Context: an optimization exercise on an open-source flow, tuned for small area, a short achievable clock period and few clock cycles per item. The choices shown serve that exercise and are no tape-out recipe. Function was checked by simulation only, so behaviour that the tests miss may differ from the original.

==> flow/design.v, too long to show whole: its modules and the start of the top module <==
// module systolic_array: 2351 lines
module systolic_array #(
    parameter DATAWIDTH = 16,
    parameter N_SIZE = 4
) (
    input clk, rst_n,
    input valid_in,
    input [N_SIZE*DATAWIDTH-1:0] matrix_a_in,  
    input [N_SIZE*DATAWIDTH-1:0] matrix_b_in,  
    output reg valid_out,
    output [N_SIZE*DATAWIDTH*2-1:0] matrix_out  
);
  // ...
==> flow/flow/run.sh <==
#!/bin/bash
# Layout flow: the standard ORFS flow (standard.sh) with three changes:
#  - after the standard synthesis, flow/fixpol.py removes most of the inverters that
#    Yosys' full-adder extraction leaves between full adders (each full adder may be used
#    in its inverted form, since FA(~a,~b,~c) = ~FA(a,b,c)); registers are not touched;
#  - the repair steps aim for a larger setup slack margin, so that the paths end well
#    below the 10 ns clock period; the SDC and the period are the standard flow's own;
#  - port buffers are buf_2, and the clock tree uses larger sink clusters.
set -euo pipefail
R=orfs/results/sky130hd/systolic_array/base
ARGS="TNS_END_PERCENT=10 SETUP_SLACK_MARGIN=6.9 CORE_UTILIZATION=65 CTS_CLUSTER_SIZE=30 CTS_CLUSTER_DIAMETER=60"
bash standard.sh synth > standard_synth.log 2>&1
cp $R/1_2_yosys.v $R/1_2_yosys.standard.v
python3 flow/fixpol.py $R/1_2_yosys.standard.v $R/1_2_yosys.v > fixpol.log 2>&1
bash standard.sh $ARGS BUFFER_PORTS_ARGS='-buffer_cell sky130_fd_sc_hd__buf_2' finish > standard_flow.log 2>&1
==> flow/flow/fixpol.py <==
#!/usr/bin/env python3
"""Remove inverters around full adders in a sky130hd gate netlist.

A full adder is self-dual: FA(~a, ~b, ~c) = (~sum, ~carry).  Yosys' extract_fa leaves many
inverters between full adders; this script picks, for each full adder, whether to use it
as is or in its inverted form (all inputs and both outputs inverted) so that as few
inverters as possible are needed, and rewrites the netlist.  Only inverters and full
adders change (and xor2/xnor2 cells may swap with each other); registers are untouched.

usage: fixpol.py in.v out.v
"""
import random
import re
import sys
from collections import defaultdict

OUTPINS = {'X', 'Y', 'Q', 'Q_N', 'SUM', 'COUT', 'HI', 'LO'}
P = 'sky130_fd_sc_hd__'
# cells that can be replaced by their complement: new type, output pin renames
SWAP = {
    'xnor2_1': ('xor2_1', {'Y': 'X'}), 'xor2_1': ('xnor2_1', {'X': 'Y'}),
    'nand2_1': ('and2_1', {'Y': 'X'}), 'and2_1': ('nand2_1', {'X': 'Y'}),
    'nor2_1': ('or2_1', {'Y': 'X'}), 'or2_1': ('nor2_1', {'X': 'Y'}),
}


def parse(txt):
    cells = []
    for m in re.finditer(r'^(\s*)(sky130_fd_sc_hd__\w+)\s+(\S+)\s*\((.*?)\);\n', txt, re.S | re.M):
        typ, name, body = m.group(2), m.group(3), m.group(4)
        pins = [(p, n.strip()) for p, n in re.findall(r'\.(\w+)\(([^()]*)\)', body)]
        cells.append({'typ': typ, 'name': name, 'pins': pins, 'span': m.span()})
    return cells


def esc(n):
    return n + ' ' if n.startswith('\\') else n


def norm(n):
    # escaped identifiers keep their trailing space in the text; compare stripped
    return n.strip()


def main():
    src, dst = sys.argv[1], sys.argv[2]
    txt = open(src).read()
    cells = parse(txt)
    drv = {}
    loads = defaultdict(list)
    for ci, c in enumerate(cells):
        for p, n in c['pins']:
            if p in OUTPINS:
                drv[n] = (ci, p)
            else:
                loads[n].append((ci, p))
    ports = set()
    for m in re.finditer(r'^\s*(?:input|output)\s+(?:\[[^\]]*\]\s*)?(\S+);', txt, re.M):
        ports.add(m.group(1))

    assigned = set()
    for m in re.finditer(r'^\s*assign\s+(.*?);', txt, re.M | re.S):
        for t in re.findall(r'(\\\S+|[A-Za-z_][\w$]*(?:\s*\[\d+\])?)', m.group(1)):
            assigned.add(t.strip())
            assigned.add(t.strip().split('[')[0].strip())

    def frozen_net(n):
        return n in assigned or n.split('[')[0].strip() in assigned

    def is_fa(ci):
        return cells[ci]['typ'] in (P + 'fa_1', P + 'fa_2', P + 'fa_4')

    def is_inv(ci):
        return cells[ci]['typ'] in (P + 'inv_1', P + 'inv_2')

    def port_net(n):
        base = n.lstrip('\\').split('[')[0].strip()
        return base in ports

    # inverters we may remove: input not driven by an inverter, output not a port and
    # not driving an inverter
    removable = set()
    for ci, c in enumerate(cells):
        if not is_inv(ci):
            continue
        pins = dict(c['pins'])
        a, y = pins['A'], pins['Y']
        if a in drv and is_inv(drv[a][0]):
            continue
        if port_net(y) or port_net(a) or not loads[y] or frozen_net(y) or frozen_net(a):
            continue
        if any(is_inv(l[0]) for l in loads[y]):
            continue
        removable.add(ci)

    # sources: nets that feed removable inverters or full adders
    # each load pin: (cell, pin) wants value V(src) ^ w
    want = defaultdict(list)      # src net -> list of [cell, pin, w]
    for ci, c in enumerate(cells):
        if ci in removable:
            continue
        for p, n in c['pins']:
            if p in OUTPINS:
                continue
            if n in drv and drv[n][0] in removable:
                a = dict(cells[drv[n][0]]['pins'])['A']
                want[a].append([ci, p, 1])
            elif n in drv and is_fa(drv[n][0]):
                want[n].append([ci, p, 0])
            elif is_fa(ci):
                want[n].append([ci, p, 0])
    fas = [ci for ci in range(len(cells)) if is_fa(ci)
           and not any(p in OUTPINS and (port_net(n) or frozen_net(n)) for p, n in cells[ci]['pins'])]
    flip = {ci: 0 for ci in fas}

    def phi(n):
        d = drv.get(n)
        if d and d[0] in flip:
            return flip[d[0]]
        return 0

    def swappable(n):
        d = drv.get(n)
        if not d:
            return False
        t = cells[d[0]]['typ']
        if len(loads[n]) != len(want[n]) or port_net(n) or frozen_net(n):
            return False
        return t[len(P):] in SWAP

    def net_cost(n):
        ph = phi(n)
        need = [(w ^ flip.get(ci, 0) ^ ph) for ci, p, w in want[n]]
        if not any(need):
            return 0
        if all(need) and swappable(n):
            return 0
        return 1

    touch = defaultdict(set)
    for n, lst in want.items():
        d = drv.get(n)
        if d and d[0] in flip:
            touch[d[0]].add(n)
        for ci, p, w in lst:
            if ci in flip:
                touch[ci].add(n)

    base = sum(net_cost(n) for n in want)
    cur = base
    rng = random.Random(1)
    best = dict(flip)
    bestc = cur
    for rnd in range(60):
        improved = True
        while improved:
            improved = False
            order = list(fas)
            rng.shuffle(order)
            for v in order:
                nets = touch[v]
                before = sum(net_cost(n) for n in nets)
                flip[v] ^= 1
                after = sum(net_cost(n) for n in nets)
                if after < before:
                    cur += after - before
                    improved = True
                else:
                    flip[v] ^= 1
        if cur < bestc:
            bestc = cur
            best = dict(flip)
        # perturb
        flip = dict(best)
        cur = bestc
        for v in rng.sample(fas, max(1, len(fas) // 20)):
            nets = touch[v]
            before = sum(net_cost(n) for n in nets)
            flip[v] ^= 1
            cur += sum(net_cost(n) for n in nets) - before
    flip = best
    sys.stderr.write("fixpol: inverters on adder nets %d -> %d (%d full adders flipped)\n"
                     % (base, bestc, sum(flip.values())))

    # rewrite
    newpins = {ci: list(c['pins']) for ci, c in enumerate(cells)}
    newtyp = {ci: c['typ'] for ci, c in enumerate(cells)}
    added = []
    k = 0
    for n, lst in want.items():
        ph = phi(n)
        need = [(w ^ flip.get(ci, 0) ^ ph) for ci, p, w in lst]
        target = {}
        if any(need) and all(need) and swappable(n):
            d = drv[n][0]
            t = newtyp[d]
            nt, ren = SWAP[t[len(P):]]
            newtyp[d] = P + nt
            newpins[d] = [(ren.get(pp, pp), nn_) for pp, nn_ in newpins[d]]
            for (ci, p, w) in lst:
                target[(ci, p)] = n
        elif any(need):
            nn = 'fixpol_n%d' % k
            added.append((k, n, nn))
            k += 1
            for (ci, p, w), q in zip(lst, need):
                target[(ci, p)] = nn if q else n
        else:
            for (ci, p, w) in lst:
                target[(ci, p)] = n
        for (ci, p), t in target.items():
            newpins[ci] = [(pp, t if pp == p else nn_) for pp, nn_ in newpins[ci]]
    # flipped full adders keep their pins (inputs were rewired above); their outputs now
    # carry the inverted values, which the loads above account for
    out = []
    pos = 0
    for ci, c in enumerate(cells):
        s, e = c['span']
        out.append(txt[pos:s])
        pos = e
        if ci in removable:
            continue
        indent = re.match(r'\s*', txt[s:e]).group(0)
        body = ",\n".join("%s  .%s(%s)" % (indent.strip('\n'), p, esc(n)) for p, n in newpins[ci])
        out.append("%s%s %s (\n%s\n%s);\n" % (indent, newtyp[ci], c['name'], body, indent.strip('\n')))
    rest = txt[pos:]
    decl = "".join("  wire %s;\n" % nn for _, _, nn in added)
    insts = "".join("  %sinv_1 fixpol_inv%d (\n    .A(%s),\n    .Y(%s)\n  );\n" % (P, i, esc(n), nn)
                    for i, n, nn in added)
    rest = rest.replace("endmodule", insts + "endmodule", 1)
    res = "".join(out) + rest
    # declare the new wires after the module's port list
    m = re.search(r'\);\n', res)
    res = res[:m.end()] + decl + res[m.end():]
    open(dst, 'w').write(res)


if __name__ == '__main__':
    main()
==> flow/standard.sh <==
#!/bin/bash
# synth_recipe.tcl (not shown) runs the flow's synth.tcl, then flattens the netlist and writes it again
# the make line also repeats each setting of config.mk as NAME=value (left out here)
make -C /OpenROAD-flow-scripts/flow DESIGN_CONFIG=/design/flow/config.mk WORK_HOME=/design/flow/orfs CLKGATE_MAP_FILE= SYNTH_SCRIPT=/design/flow/synth_recipe.tcl "${@:-finish}"
==> flow/config.mk <==
export PLATFORM = sky130hd
export DESIGN_NAME = systolic_array
export DESIGN_NICKNAME = systolic_array
export VERILOG_FILES = /design/flow/design.v
export SDC_FILE = /design/flow/constraint.sdc
export NUM_CORES = 8
export LEC_CHECK = 0
export CAP_MARGIN = 20
export CORE_MARGIN = 2
export CORE_UTILIZATION = 40
export SLEW_MARGIN = 20
==> flow/constraint.sdc <==
create_clock -name core_clock -period 10.0 [get_ports {clk}]
set_input_delay 2.0000 -clock core_clock [delete_from_list [all_inputs] [get_ports {clk}]]
set_output_delay 2.0000 -clock core_clock [all_outputs]
set_load 0.01 [all_outputs]
==> key figures, run 1 <==
Layout
  • Number of ordinary inverters in the final layout: 102
  • Antenna cells: 10
  • Fraction of area in registers: 34.4%
  • Fill count: 5,013
  • Share of cell area taken by multi-input logic gates: 51.0%
  • Design area: 0.0578 mm2
  • Number of clock buffers in the layout: 64

Worst hold path
  • Worst Hold Class: reg -> reg
  • Min-delay src: ra2_1[5]$_DFF_P_

Route
  • Post-route DRC: 0
  • Highest metal used: met5
  • Metal-1 WL: 53,900 um
  • Vias: 33,600

Global route
  • Largest net degree at the start of global routing: 92
  • Met3 usage: 12.7%
  • Vias in the first global route: 34,700
  • GR peak layer: met2

CTS
  • Buffer depth of the longest clock path: 3
  • CTS clk-pin slew, worst paths: 0.11 ns
  • Post CTS Setup Buffer Count: 56

Flow run
  • # Max-Cap Violations: 0

Die
  • Width of the die: 281 um
  • Die footprint: 0.0792 mm2

Critical path
  • CP max stage cell: xor2_1
  • Worst r2r dst: pc2[16]$_DFF_P_
  • Crit. path cell count: 7
  • Reg2Reg Launch Point: btwo[2]$_DFF_P_
  • CP Capture Type: register
  • Critical path type: reg -> reg
  • Crit path cell chain: buf_16, a22oi_2, xor2_1, fa_1, fa_2, fa_1, fa_2
  • Worst Setup SP: btwo[2]$_DFF_P_

Yosys
  • Syn nets: 5,012
  • Synthesized cell area: 0.0500 mm2

Placement
  • Port-buffer cells: 259
  • Placed insts: 5,132
  • RePlAce Congestion: 0.869

Timing
  • Slew Viols, Final: 0
  • Fin crit share: 35.2%

Outcome
  • Status: timing/DRC/antenna clean
Testbench counts, summed over its fixed seeds: cycles 14,592, matrices 768.
==> run 2, diff against run 1 <==
--- a/flow/flow/run.sh
+++ b/flow/flow/run.sh
@@ -10,3 +10,3 @@
 R=orfs/results/sky130hd/systolic_array/base
-ARGS="TNS_END_PERCENT=10 SETUP_SLACK_MARGIN=6.9 CORE_UTILIZATION=65 CTS_CLUSTER_SIZE=30 CTS_CLUSTER_DIAMETER=60"
+ARGS="SETUP_SLACK_MARGIN=6.7 CORE_UTILIZATION=65 CTS_CLUSTER_SIZE=30 CTS_CLUSTER_DIAMETER=60"
 bash standard.sh synth > standard_synth.log 2>&1
@@ -14,2 +14,2 @@
 python3 flow/fixpol.py $R/1_2_yosys.standard.v $R/1_2_yosys.v > fixpol.log 2>&1
-bash standard.sh $ARGS BUFFER_PORTS_ARGS='-buffer_cell sky130_fd_sc_hd__buf_2' finish > standard_flow.log 2>&1
+bash standard.sh $ARGS BUFFER_PORTS_ARGS='-buffer_cell sky130_fd_sc_hd__buf_2' CTS_ARGS='-sink_clustering_enable -repair_clock_nets -sink_clustering_size 15 -sink_clustering_max_diameter 60 -sink_clustering_buffer sky130_fd_sc_hd__clkbuf_8' finish > standard_flow.log 2>&1
==> run 2 against run 1 <==
Maximum frequency is 5.2% higher. Global-route usage is 3.8 points lower. Design area is 2.9% lower. Worst setup slack better by 0.17 ns. Clock-buffer cell count is 30 higher. Routed wire length is 5.4% lower. Area after synthesis stayed put. Via count is 2.4% lower. Sequential cell count stayed put. Utilization is 2.2 points lower. Sequential share of layout area is 0.95 points higher. Critical path type unchanged. Critical endpoint is now acc3[12]$_SDFF_PP0_.
==> key figures, run 2 <==
Layout
  • Design area: 0.0561 mm2 (-2.9%)
  • Fill count: 5,315 (+6.0%)
  • Layout cell share with drive strength beyond 1: 19.9%
  • Final cell count without fillers: 5,386
  • Nets: 5,207
  • Area growth syn-to-layout: 12.3%
  • Most frequent cells in the layout: dfxtp_1, fa_1, a22oi_1, xnor2_1, buf_2
  • Commonest non-fill, non-tap cell in the layout: dfxtp_1

Yosys
  • Post-Synthesis Cells: 4,121
  • Synth warnings: 1
  • Syn nets: 5,012 (unchanged)
  • Mean post-synth cell area: 12.1 um2
  • Synthesized cell area: 0.0500 mm2 (unchanged)

Timing
  • Setup ws final: 6.65 ns
  • Min Tclk post-route: 3.35 ns
  • Slew Viols, Final: 0 (unchanged)
  • RSZ-0062 raised after global routing: yes
  • Final setup fails: 0
  • Worst-Margin Slew: 1.05 ns
  • Final hold vios: 0
  • Fin crit share: 33.5% (-1.7 points)
  • Max frequency: 299 MHz
  • Setup Skew: 0.0373 ns
  • Relative slew slack: 30.1%
  • TNS Setup: 0 ns

Die
  • Starting Density: 65.7%
  • Die footprint: 0.0792 mm2 (unchanged)
  • Width of the die: 281 um (unchanged)
  • Die height: 281 um
  • Num rows: 101
  • CORE AREA: 0.0761 mm2
  • IO Pins: 260

CTS
  • Worst-skew pair later-pin latency: 0.65 ns
  • Count of hold-fix buffers inserted at cts: 0
  • TritonCTS clock tree: done
  • Clock sink total: 982
  • Buffer depth of the longest clock path: 3 (unchanged)
  • Number of buffers created by CTS: 85
  • Maximum level of the CTS H-tree: 3
  • CTS clk-pin slew, worst paths: 0.09 ns (-0.02 ns)
  • Root Buffer: clkbuf_16

Placement
  • RePlAce Congestion: 0.894 (+2.8%)
  • Area post-placement: 0.0518 mm2
  • Placed insts: 5,130 (-0.039%)
  • DP Wirelength: 78,100 um
  • Port-buffer cells: 259 (unchanged)
  • Pre-CTS setup slack: 5.52 ns

Global route
  • GRT overflow: 0
  • Total GRT Usage: 32.7%
  • Vias in the first global route: 33,700 (-3.0%)
  • First-pass GRT wire length: 196,000 um
  • Largest net degree at the start of global routing: 92 (unchanged)
  • Initial antenna violation count: 11

Worst hold path
  • Worst Hold End: rb2[20]$_DFF_P_
  • Worst Hold Class: reg -> reg
  • Min-delay src: rb1[20]$_DFF_P_
  • WHS Path Cells: 0

Route
  • Post-route DRC: 0 (unchanged)
  • Detail Route Antenna Nets: 0
  • Post-DR wirelength/cell: 25.2 um
  • Vias: 32,800 (-2.4%)
  • Via/cell ratio: 6.08
  • 1st-pass router iterations: 8
  • Initial drt markers: 3,617
  • WL final: 136,000 um

Outcome
  • Status: timing/DRC/antenna clean

Critical path
  • CP Capture Type: register
  • CP peak stage delay: 0.50 ns
  • WP buf/inv: 6
  • CP delay by family, top: compound AO/OA/AOI/OAI gates
  • R2R cell count: 16
  • R2R setup slack: 6.65 ns
  • Crit path cell chain: fa_1, ha_1, a21o_1, nand4_1, a31oi_2, o21ai_2, a21boi_2, buf_4, buf_4, buf_4, buf_4, buf_4, buf_4, o21ai_0, a21boi_1, and2_1
  • Crit path arrival time: 3.89 ns
  • CP max stage cell: dfxtp_4
  • Critical path type: reg -> reg
  • Crit path max fanout: 4
  • Cell mode on critical path: buf_4
  • CP Launch Type: register
  • Reg2Reg Launch Point: ps0[2]$_DFF_P_
  • Worst Setup SP: ps0[2]$_DFF_P_
  • Critical path data required time: 10.54 ns
  • Worst r2r dst: acc3[12]$_SDFF_PP0_

Flow run
  • # Max-Cap Violations: 0 (unchanged)
[run 2: how the worst max path moves through the flow]
stage                          end  slack (ns)  depth (start not counted)
4_1_cts            pc1[24]$_DFF_P_        6.68                          6
5_1_grt        acc1[31]$_SDFF_PP0_        6.59                         11
6_report       acc3[12]$_SDFF_PP0_        6.65                         16
3_5_place_dp       pc1[24]$_DFF_P_        5.52                          8
3_3_place_gp       pc2[24]$_DFF_P_        5.55                          8
2_1_floorplan      pc1[22]$_DFF_P_        6.72                          7
[run 2: layer usage]
metal  track usage (%)  up-vias  wire length (um)  share of wire (%)
met3              8.60      492             16300                 12
met2              51.2     1934             59400                 44
met4              12.3       12              7580                5.6
met5                 0        -                73              0.054
li1                  -    14200                 -                  -
met1              44.1    16200             52600                 39
[run 2: what timing repair did]
| item | in CTS | in global routing |
|---|---|---|
| resized for setup | 155 | 99 |
| setup buffers | 41 | 62 |
| cloned | 5 | 21 |
| setup endpoints to repair | 307 | 129 |
| pin swaps | 28 | 48 |
[run 2: final cells by class]
class	count	area, um2	area share (%)
diodes	2	5.00	0.00892
clock buffers	94	1320	2.34
clock inverters	31	340	0.606
inverters	102	415	0.740
multi-input cells	2701	29100	51.8
flip-flops and latches	982	19900	35.4
well taps	1030	1290	2.30
repair buffers	444	3840	6.84
[run 2: worst reg2reg max path, cell delays in order, from the launching register on]
cell and delay [ns]:
dfxtp_4 0.50, fa_1 0.49, ha_1 0.29, a21o_1 0.19
nand4_1 0.15, a31oi_2 0.14, o21ai_2 0.18, a21boi_2 0.10
buf_4 0.14, buf_4 0.12, buf_4 0.12, buf_4 0.12
buf_4 0.12, buf_4 0.14, o21ai_0 0.17, a21boi_1 0.11
and2_1 0.17
[run 2: through the flow]
stage / utilization, % / hold WS (ns)
after global routing: 73.8 / 0.320
after CTS: 71.8 / 0.306
after detailed placement: 68.1 / 0.312
final: 73.8 / 0.312
after floorplan: - / 0.310
after global placement: 68.1 / 0.309
==> run 3, diff against run 2 <==
--- a/flow/flow/run.sh
+++ b/flow/flow/run.sh
@@ -14,2 +14,2 @@
 python3 flow/fixpol.py $R/1_2_yosys.standard.v $R/1_2_yosys.v > fixpol.log 2>&1
-bash standard.sh $ARGS BUFFER_PORTS_ARGS='-buffer_cell sky130_fd_sc_hd__buf_2' CTS_ARGS='-sink_clustering_enable -repair_clock_nets -sink_clustering_size 15 -sink_clustering_max_diameter 60 -sink_clustering_buffer sky130_fd_sc_hd__clkbuf_8' finish > standard_flow.log 2>&1
+bash standard.sh $ARGS BUFFER_PORTS_ARGS='-buffer_cell sky130_fd_sc_hd__buf_2' CTS_ARGS='-sink_clustering_enable -repair_clock_nets -sink_clustering_size 20 -sink_clustering_max_diameter 50 -sink_clustering_buffer sky130_fd_sc_hd__clkbuf_8' finish > standard_flow.log 2>&1
==> run 3 against run 2 <==
Still clean on timing, DRC and antenna. Highest routed layer unchanged. Sequential share of layout area decreased by 0.44 points. Die area unchanged. Hold slack got worse by 0.00051 ns. Largest cell class unchanged. Critical path depth decreased by 5. Critical endpoint is now out0[31]$_DFF_P_. Area after synthesis unchanged.
==> key figures, run 3 <==
Layout
  • Commonest non-fill, non-tap cell in the layout: dfxtp_1
  • Final cell count without fillers: 5,424 (+0.71%)
  • Nets: 5,202 (-0.096%)
  • Layout cell share with drive strength beyond 1: 20.6% (+0.67 points)
  • Most frequent cells in the layout: dfxtp_1, fa_1, a22oi_1, xnor2_1, buf_2
  • Area growth syn-to-layout: 13.7%

Global route
  • Total GRT Usage: 32.9% (+0.11 points)
  • Vias in the first global route: 33,700 (+0.22%)
  • First-pass GRT wire length: 197,000 um (+0.55%)
  • GRT overflow: 0 (unchanged)
  • Initial antenna violation count: 10 (-1)
  • Largest net degree at the start of global routing: 92 (unchanged)

Route
  • Via/cell ratio: 6.04 (-0.62%)
  • Detail Route Antenna Nets: 0 (unchanged)
  • Vias: 32,800 (+0.085%)
  • WL final: 136,000 um (about the same)
  • 1st-pass router iterations: 7 (-1)
  • Initial drt markers: 3,499 (-3.3%)
  • Post-route DRC: 0 (unchanged)
  • Post-DR wirelength/cell: 25.1 um (-0.69%)

Timing
  • Slew Viols, Final: 0 (unchanged)
  • Fin crit share: 33.2% (-0.29 points)
  • TNS Setup: 0 ns (unchanged)
  • RSZ-0062 raised after global routing: yes
  • Max frequency: 302 MHz (+0.88%)
  • Final setup fails: 0 (unchanged)
  • Worst-Margin Slew: 1.06 ns (+0.0111 ns)
  • Setup Skew: 0.0389 ns (+0.00161 ns)
  • Relative slew slack: 29.4% (-0.74 points)
  • Min Tclk post-route: 3.32 ns (-0.0290 ns)
  • Final hold vios: 0 (unchanged)

Critical path
  • Worst Setup SP: ps0[2]$_DFF_P_
  • R2R cell count: 11 (-5)
  • Worst r2r dst: out0[31]$_DFF_P_
  • CP Capture Type: register
  • Crit path max fanout: 4 (unchanged)
  • Critical path type: reg -> reg
  • R2R setup slack: 6.68 ns (+0.03 ns)
  • Reg2Reg Launch Point: ps0[2]$_DFF_P_
  • Critical path data required time: 10.53 ns (about the same)
  • CP Launch Type: register
  • Crit path arrival time: 3.84 ns (-0.05 ns)

Die
  • Width of the die: 281 um (unchanged)
  • CORE AREA: 0.0761 mm2 (unchanged)
  • Starting Density: 65.7% (unchanged)
  • Die footprint: 0.0792 mm2 (unchanged)
  • Die height: 281 um (unchanged)
  • IO Pins: 260 (unchanged)
  • Num rows: 101 (unchanged)

CTS
  • Number of buffers created by CTS: 98 (+15%)
  • Maximum level of the CTS H-tree: 3 (unchanged)
  • Buffer depth of the longest clock path: 3 (unchanged)
  • TritonCTS clock tree: done
  • Worst-skew pair later-pin latency: 0.67 ns (+0.02 ns)
  • Root Buffer: clkbuf_16
  • CTS clk-pin slew, worst paths: 0.11 ns (+0.02 ns)
  • Count of hold-fix buffers inserted at cts: 0 (unchanged)
  • Clock sink total: 982 (unchanged)

Worst hold path
  • Min-delay src: rb1[20]$_DFF_P_
  • Worst Hold Class: reg -> reg
  • Worst Hold End: rb2[20]$_DFF_P_
  • WHS Path Cells: 0 (unchanged)

Flow run
  • # Max-Cap Violations: 0 (unchanged)

Yosys
  • Synth warnings: 1 (unchanged)
  • Syn nets: 5,012 (unchanged)
  • Synthesized cell area: 0.0500 mm2 (unchanged)
  • Post-Synthesis Cells: 4,121 (unchanged)
  • Mean post-synth cell area: 12.1 um2 (unchanged)

Placement
  • RePlAce Congestion: 0.894 (unchanged)
  • Placed insts: 5,130 (unchanged)
  • DP Wirelength: 78,100 um (unchanged)
  • Port-buffer cells: 259 (unchanged)

Outcome
  • Status: timing/DRC/antenna clean
## run 3: worst max-delay path by stage
| stage | end | slack (ns) | cells after the start |
|---|---|---|---|
| after floorplan | pc1[22]$_DFF_P_ | 6.72 | 7 |
| after global placement | pc2[24]$_DFF_P_ | 5.55 | 8 |
| after detailed placement | pc1[24]$_DFF_P_ | 5.52 | 8 |
| after CTS | pc1[24]$_DFF_P_ | 6.65 | 6 |
| after global routing | acc1[31]$_SDFF_PP0_ | 6.59 | 11 |
| final | out0[31]$_DFF_P_ | 6.68 | 11 |
## run 3: timing repair
action	4_1_cts	5_1_grt
cloned	5	20
gates resized for setup	150	109
setup endpoints to repair	306	135
pin swaps	23	50
buffers inserted	46	40
## run 3: per-stage QoR
stage	util (%)	setup WS [ns]	cell area, um2	hold WS, ns
after floorplan	-	6.72	50000	0.310
after global placement	68.1	5.55	51800	0.309
after detailed placement	68.1	5.52	51800	0.312
after CTS	73.0	6.65	55500	0.303
after global routing	74.8	6.59	56900	0.310
final	74.8	6.68	56900	0.312
## run 3: cell type report
type / count / area [um2]
Sequential cell: 982 / 19900
Antenna cell: 1 / 2.50
Timing Repair Buffer: 426 / 3680
Fill cell: 5182 / 19200
Multi-Input combinational cell: 2701 / 29100
Clock inverter: 71 / 993
Inverter: 102 / 415
Tap cell: 1030 / 1290
Clock buffer: 111 / 1550
## run 3: critical path, cell delays in order, from the launching register on
cell      delay [ns]
dfxtp_4         0.51
fa_1            0.48
ha_1            0.32
a21o_1          0.17
a21o_4          0.24
a41o_1          0.27
nand4_1         0.18
a21oi_2         0.13
o211ai_1        0.29
nand3_1         0.15
o31a_1          0.32
xnor2_1         0.14
## run 3: layer usage
| layer | vias up | routed length (um) | global-route usage, % |
|---|---|---|---|
| met5 | - | 87 | 0 |
| met4 | 10 | 7950 | 13.9 |
| met3 | 517 | 15800 | 8.26 |
| met2 | 1883 | 59500 | 51.1 |
| met1 | 16200 | 52700 | 44.1 |
| li1 | 14200 | - | - |
==> run 4, diff against run 3 <==
==> flow/flow/run.sh (replaced) <==
#!/bin/bash
# Layout flow: the standard ORFS flow (standard.sh) with three changes:
#  - after the standard synthesis, flow/fixpol.py removes most of the inverters that
#    Yosys' full-adder extraction leaves between full adders (each full adder may be used
#    in its inverted form, since FA(~a,~b,~c) = ~FA(a,b,c)); registers are not touched;
#  - the repair steps aim for a larger setup slack margin (larger still after global
#    routing), so that the paths end well below the 10 ns clock period; the SDC and the
#    period are the standard flow's own;
#  - port buffers are buf_2, and the clock tree uses larger sink clusters.
set -euo pipefail
R=orfs/results/sky130hd/systolic_array/base
ARGS="CORE_UTILIZATION=65 CTS_CLUSTER_SIZE=30 CTS_CLUSTER_DIAMETER=60"
bash standard.sh synth > standard_synth.log 2>&1
cp $R/1_2_yosys.v $R/1_2_yosys.standard.v
python3 flow/fixpol.py $R/1_2_yosys.standard.v $R/1_2_yosys.v > fixpol.log 2>&1
bash standard.sh $ARGS SETUP_SLACK_MARGIN=6.7 BUFFER_PORTS_ARGS='-buffer_cell sky130_fd_sc_hd__buf_2' cts > standard_flow_cts.log 2>&1
bash standard.sh $ARGS SETUP_SLACK_MARGIN=6.9 BUFFER_PORTS_ARGS='-buffer_cell sky130_fd_sc_hd__buf_2' finish > standard_flow.log 2>&1
==> run 4 against run 3 <==
Global-route usage shrank 0.080 points. Non-clock buffer count grew 172. Via count grew 9.1%. Critical path depth is the same. Hold slack gained 0.0014 ns.
==> key figures, run 4 <==
Outcome
  • Status: timing/DRC/antenna clean

Flow run
  • # Max-Cap Violations: 0 (unchanged)

CTS
  • Maximum level of the CTS H-tree: 3 (unchanged)
  • CTS clk-pin slew, worst paths: 0.10 ns (about the same)
  • Root Buffer: clkbuf_16
  • Worst-skew pair later-pin latency: 0.70 ns (+0.03 ns)
  • TritonCTS clock tree: done
  • Clock sink total: 982 (unchanged)
  • Buffer depth of the longest clock path: 3 (unchanged)
  • Number of buffers created by CTS: 69 (-30%)

Timing
  • Setup Skew: 0.0484 ns (+0.00946 ns)
  • Final setup fails: 0 (unchanged)
  • Final hold vios: 0 (unchanged)
  • Relative slew slack: 27.8% (-1.6 points)
  • Max frequency: 287 MHz (-4.8%)
  • RSZ-0062 raised after global routing: yes
  • Fin crit share: 34.8% (+1.7 points)
  • Min Tclk post-route: 3.48 ns (+0.169 ns)
  • Worst-Margin Slew: 1.08 ns (+0.0238 ns)
  • TNS Setup: 0 ns (unchanged)
  • Slew Viols, Final: 0 (unchanged)

Global route
  • GRT overflow: 0 (unchanged)
  • Largest net degree at the start of global routing: 92 (unchanged)
  • Vias in the first global route: 33,400 (-0.97%)
  • Total GRT Usage: 32.8% (-0.080 points)
  • Initial antenna violation count: 16 (+6)
  • First-pass GRT wire length: 196,000 um (-0.49%)

Die
  • CORE AREA: 0.0761 mm2 (unchanged)
  • Width of the die: 281 um (unchanged)
  • Starting Density: 65.7% (unchanged)
  • Die height: 281 um (unchanged)
  • Num rows: 101 (unchanged)
  • Die footprint: 0.0792 mm2 (unchanged)
  • IO Pins: 260 (unchanged)

Layout
  • Most frequent cells in the layout: dfxtp_1, xnor2_1, fa_1, a22oi_1, buf_2
  • Commonest non-fill, non-tap cell in the layout: dfxtp_1
  • Nets: 5,345 (+2.7%)
  • Seq. cell area: 0.0200 mm2 (+0.65%)
  • Design area: 0.0614 mm2 (+8.0%)
  • Fill count: 4,330 (-16%)
  • Layout cell share with drive strength beyond 1: 32.8% (+12 points)
  • Footprint of the multi-input gates: 0.0308 mm2 (+5.9%)
  • Area growth syn-to-layout: 22.8%

Route
  • Via/cell ratio: 6.45 (+6.6%)
  • WL final: 161,000 um (+18%)
  • Vias: 35,800 (+9.1%)
  • Post-route DRC: 0 (unchanged)
  • 1st-pass router iterations: 14 (+7)
  • Initial drt markers: 4,565 (+30%)
  • Detail Route Antenna Nets: 0 (unchanged)
  • Post-DR wirelength/cell: 29.0 um (+16%)

Critical path
  • Worst r2r dst: acc0[26]$_SDFF_PP0_
  • R2R setup slack: 6.52 ns (-0.17 ns)
  • Reg2Reg Launch Point: ps0[0]$_DFF_P_
  • R2R cell count: 11 (unchanged)
  • Critical path type: reg -> reg
  • Crit path max fanout: 3 (-1)
  • CP Capture Type: register
  • Worst Setup SP: ps0[0]$_DFF_P_
  • CP Launch Type: register
  • Crit path arrival time: 4.05 ns (+0.21 ns)
  • Critical path data required time: 10.56 ns (+0.03 ns)

Yosys
  • Synth warnings: 1 (unchanged)
  • Mean post-synth cell area: 12.1 um2 (unchanged)
  • Syn nets: 5,012 (unchanged)
  • Synthesized cell area: 0.0500 mm2 (unchanged)
  • Post-Synthesis Cells: 4,121 (unchanged)

Placement
  • DP Wirelength: 78,100 um (unchanged)
  • Area post-placement: 0.0518 mm2 (unchanged)
  • Port-buffer cells: 259 (unchanged)
  • RePlAce Congestion: 0.894 (unchanged)

Worst hold path
  • Min-delay src: rb1[20]$_DFF_P_
  • Worst Hold End: rb2[20]$_DFF_P_
  • Worst Hold Class: reg -> reg
  • WHS Path Cells: 0 (unchanged)
## run 4: worst max path at each step
stage,end,depth (start not counted)
final,acc0[26]$_SDFF_PP0_,11
after global routing,acc3[31]$_SDFF_PP0_,12
after CTS,pc1[24]$_DFF_P_,8
after detailed placement,pc1[24]$_DFF_P_,8
after global placement,pc2[24]$_DFF_P_,8
after floorplan,pc1[22]$_DFF_P_,7
## run 4: what timing repair did
action,in CTS,in global routing
hold buffers,0,0
buffers inserted,28,194
pin swaps,22,438
gates resized for setup,144,732
cloned,6,55
setup endpoints to repair,301,347
## run 4: through the flow
step | util, % | hold WS, ns | setup slack [ns] | std cells
after floorplan | - | 0.310 | 6.72 | 4121
after global placement | 68.1 | 0.309 | 5.55 | 5130
after detailed placement | 68.1 | 0.312 | 5.52 | 5130
after CTS | 73.0 | 0.309 | 6.67 | 5290
after global routing | 80.7 | 0.316 | 6.53 | 5539
final | 80.7 | 0.313 | 6.52 | 5548
## run 4: cell type report
class	instances	share of cell area [%]
inverter	102	0.707
timing repair buffer	598	10.1
tap	1030	2.10
antenna	9	0.0367
clock buffer	75	2.90
clock inverter	51	1.45
multi-input combinational	2701	50.1
sequential	982	32.6
## run 4: critical path, stage by stage, from the launching register on
cell and delay (ns):
dfxtp_1 0.58, fa_1 0.50, ha_1 0.29, a21o_1 0.16, a21o_4 0.17, a41o_4 0.21, nand4_1 0.19, a21o_1 0.31
a211o_4 0.38, a311oi_2 0.30, or3_4 0.19, a21oi_1 0.06
## run 4: routing by layer
metal / global-route usage, % / up-vias / wire length [um]
met5: 0 / - / 1040
met4: 12.6 / 43 / 14100
met3: 8.12 / 1134 / 24000
met2: 51.7 / 2642 / 65400
met1: 43.9 / 17400 / 56600
li1: - / 14500 / -
==> run 5, diff against run 4 <==
==> flow/run.sh (new file) <==
#!/bin/bash
# synth_recipe.tcl (not shown) runs the flow's synth.tcl, then flattens the netlist and writes it again
# the make line also repeats each setting of config.mk as NAME=value (left out here)
make -C /OpenROAD-flow-scripts/flow DESIGN_CONFIG=/design/flow/config.mk WORK_HOME=/design/flow/orfs CLKGATE_MAP_FILE= SYNTH_SCRIPT=/design/flow/synth_recipe.tcl finish
--- a/flow/config.mk
+++ b/flow/config.mk
@@ -9,3 +9,6 @@
 export CORE_MARGIN = 2
-export CORE_UTILIZATION = 40
+export CORE_UTILIZATION = 65
+export CTS_CLUSTER_DIAMETER = 60
+export CTS_CLUSTER_SIZE = 30
+export SETUP_SLACK_MARGIN = 5
 export SLEW_MARGIN = 20
removed: flow/flow/run.sh
removed: flow/flow/fixpol.py
removed: flow/standard.sh
==> run 5 against run 4 <==
Sequential share of layout area grew 1.9 points. Design area fell by 6.7%. Utilization down 7.9 points. Worst setup slack worse by 0.82 ns. Register-to-register slack worse by 0.82 ns. Sequential cell count stayed put. Clock skew decreased by 0.0068 ns. Critical path depth down 2. Critical path type unchanged. Largest cell class unchanged.
==> key figures, run 5 <==
Placement
  • Port-buffer cells: 259 (unchanged)
  • RePlAce Congestion: 0.876 (-1.9%)
  • DP Wirelength: 81,600 um (+4.4%)

Global route
  • Vias in the first global route: 34,700 (+3.8%)
  • Initial antenna violation count: 7 (-9)
  • Total GRT Usage: 31.0% (-1.7 points)
  • First-pass GRT wire length: 196,000 um (about the same)
  • GRT overflow: 0 (unchanged)
  • Largest net degree at the start of global routing: 66 (-28%)

Timing
  • TNS Setup: 0 ns (unchanged)
  • Final hold vios: 0 (unchanged)
  • Final setup fails: 0 (unchanged)
  • RSZ-0062 raised after global routing: no
  • Min Tclk post-route: 4.30 ns (+0.816 ns)
  • Slew Viols, Final: 0 (unchanged)
  • Relative slew slack: 25.3% (-2.5 points)
  • Fin crit share: 43.0% (+8.2 points)
  • Setup Skew: 0.0416 ns (-0.00682 ns)
  • Worst-Margin Slew: 1.12 ns (+0.0365 ns)
  • Max frequency: 233 MHz (-19%)

CTS
  • Worst-skew pair later-pin latency: 0.67 ns (-0.03 ns)
  • Number of buffers created by CTS: 72 (+4.3%)
  • Root Buffer: clkbuf_16
  • Count of hold-fix buffers inserted at cts: 0 (unchanged)
  • TritonCTS clock tree: done
  • CTS clk-pin slew, worst paths: 0.10 ns (about the same)
  • Clock sink total: 982 (unchanged)
  • Post CTS Setup Buffer Count: 0 (-100%)
  • Maximum level of the CTS H-tree: 3 (unchanged)
  • Buffer depth of the longest clock path: 3 (unchanged)
  • Cts repair resizes: 0 (-100%)

Worst hold path
  • Worst Hold Class: reg -> reg
  • Worst Hold End: rb2[51]$_DFF_P_
  • Min-delay src: rb1[51]$_DFF_P_
  • WHS Path Cells: 0 (unchanged)

Yosys
  • Post-Synthesis Cells: 4,551 (+10%)
  • Post-synth top cells: dfxtp_1, xnor2_1, fa_1
  • Top FF cell, synth: dfxtp_1
  • Count leader, synth: dfxtp_1
  • Register area share after synthesis: 38.2%
  • Syn nets: 5,442 (+8.6%)
  • Yosys top cell area share: 37.9%
  • Synthesized cell area: 0.0515 mm2 (+3.1%)
  • Post-synth top area cell: dfxtp_1
  • Ys async rst share: 0.713%
  • EDFF count, synth: 0
  • Synth area leaders: dfxtp_1, fa_1, xnor2_1, a22oi_1, ha_1
  • Cell variety after synth: 69
  • Mean post-synth cell area: 11.3 um2 (-6.7%)
  • Yosys reg bits: 982
  • Synth warnings: 1 (unchanged)

Layout
  • Most frequent cells in the layout: dfxtp_1, xnor2_1, fa_1, inv_1, a22oi_1
  • Commonest non-fill, non-tap cell in the layout: dfxtp_1
  • Area growth syn-to-layout: 11.3%
  • Layout cell share with drive strength beyond 1: 7.95% (-25 points)
  • Nets: 5,485 (+2.6%)
  • Core Util, Final: 72.8% (-7.9 points)

Critical path
  • Cell mode on critical path: fa_1
  • Critical path type: reg -> reg
  • CP max stage cell: buf_4
  • Crit path arrival time: 4.83 ns (+0.78 ns)
  • CP Capture Type: register
  • CP peak stage delay: 0.71 ns (+0.13 ns)
  • Worst r2r dst: pc1[24]$_DFF_P_
  • Crit path max fanout: 45 (+42)
  • R2R cell count: 9 (-2)
  • Critical path data required time: 10.53 ns (-0.03 ns)
  • CP Launch Type: register
  • R2R setup slack: 5.70 ns (-0.82 ns)
  • Reg2Reg Launch Point: bneg[5]$_DFF_P_
  • Crit path cell chain: buf_4, inv_2, buf_4, xnor2_1, fa_1, fa_1, fa_1, inv_1, fa_1

Die
  • Die footprint: 0.0815 mm2 (+3.0%)
  • Width of the die: 286 um (+1.5%)
  • CORE AREA: 0.0787 mm2 (+3.5%)
  • Num rows: 103 (+2.0%)
  • Die height: 286 um (+1.5%)
  • IO Pins: 260 (unchanged)
  • Starting Density: 65.4% (-0.29 points)

Route
  • Initial drt markers: 2,736 (-40%)
  • Post-DR wirelength/cell: 21.7 um (-25%)
  • WL final: 124,000 um (-23%)
  • Detail Route Antenna Nets: 0 (unchanged)
  • Post-route DRC: 0 (unchanged)
  • 1st-pass router iterations: 6 (-8)
  • Vias: 32,800 (-8.2%)
  • Via/cell ratio: 5.76 (-11%)

Flow run
  • # Max-Cap Violations: 0 (unchanged)

Outcome
  • Status: timing/DRC/antenna clean
-- run 5: worst max path at each step --
stage	end	start	slack (ns)
final	pc1[24]$_DFF_P_	bneg[5]$_DFF_P_	5.70
after CTS	acc3[17]$_SDFF_PP0_	ps0[2]$_DFF_P_	5.73
after floorplan	pc1[16]$_DFF_P_	bneg[3]$_DFF_P_	6.29
after global placement	pc0[24]$_DFF_P_	bneg[5]$_DFF_P_	5.81
after detailed placement	acc3[17]$_SDFF_PP0_	ps0[2]$_DFF_P_	5.76
after global routing	acc3[17]$_SDFF_PP0_	ps0[2]$_DFF_P_	5.43
-- run 5: cells by family after synthesis --
family / synth area share, %
flip-flops: 38.2
buffers and inverters: 6.32
multiplexers: 3.65
XOR/XNOR: 11.1
AND/OR/NAND/NOR: 4.47
adder cells (fa/ha/maj): 26.5
AO/OA/AOI/OAI: 9.77
-- run 5: layout make-up --
type,instances,area (um2)
antenna,1,2.50
sequential,982,19700
clock buffer,78,1870
inverter,532,2000
fill,5663,21400
tap,1050,1310
multi-input combinational,2701,28600
timing repair buffer,305,2940
clock inverter,55,892
-- run 5: routing by layer --
metal  global-route usage, %  routed length [um]
met1                    42.2               51500
met2                    50.1               57200
met4                    10.4                4210
met5                       0                  92
met3                    6.13               10600
-- run 5: stage by stage --
step           cells  worst slack [ns]  hold WS [ns]  cell area, um2
6_report        5704              5.70         0.314           57300
5_1_grt         5703              5.43         0.318           57300
4_1_cts         5703              5.73         0.312           57300
3_5_place_dp    5570              5.76         0.312           54600
3_3_place_gp    5570              5.81         0.310           54600
2_1_floorplan   4551              6.29         0.310           51500
-- run 5: worst max-delay path: cells and delay by family (launching register included) --
family / cells / cell delay (ns)
adders and majority gates: 4 / 1.92
buffers and inverters: 4 / 1.63
DFF: 1 / 0.32
xor gates and xnor gates: 1 / 0.25

## separate check: timing with driven ports
How much do the figures lean on ideal ports? The routed layouts below were timed once more, with nothing changed but the port constraints.
Step 1 (the two cells are an assumption about what drives the block):
set clk [get_ports {clk}]
set_driving_cell -lib_cell sky130_fd_sc_hd__clkbuf_16 $clk
set_driving_cell -lib_cell sky130_fd_sc_hd__buf_2 [delete_from_list [all_inputs] $clk]
Step 2 times the ports against the registers' clock, not the clock port: input delays grow and output delays shrink by t, the midpoint of the rising clock arrivals with the driver on.
a / b / c = ideal / step 1 / step 2; a / b = the first two.
run	shift t [ns]	setup slack, ns	worst setup path at the end	latest minus earliest clock arrival (ns)	cell pins on the clock port's net
run 1	0.742	6.481 / 6.481 / 6.481	register to register	0.052 / 0.051	1
run 2	0.707	6.655 / 6.655 / 6.655	register to register	0.037 / 0.038	1
run 3	0.720	6.684 / 6.684 / 6.684	register to register	0.039 / 0.040	1
run 4	0.743	6.515 / 6.515 / 6.515	register to register	0.048 / 0.048	1
run 5	0.725	5.699 / 5.699 / 5.699	register to register	0.042 / 0.042	1
After both steps every run listed still meets setup and hold.
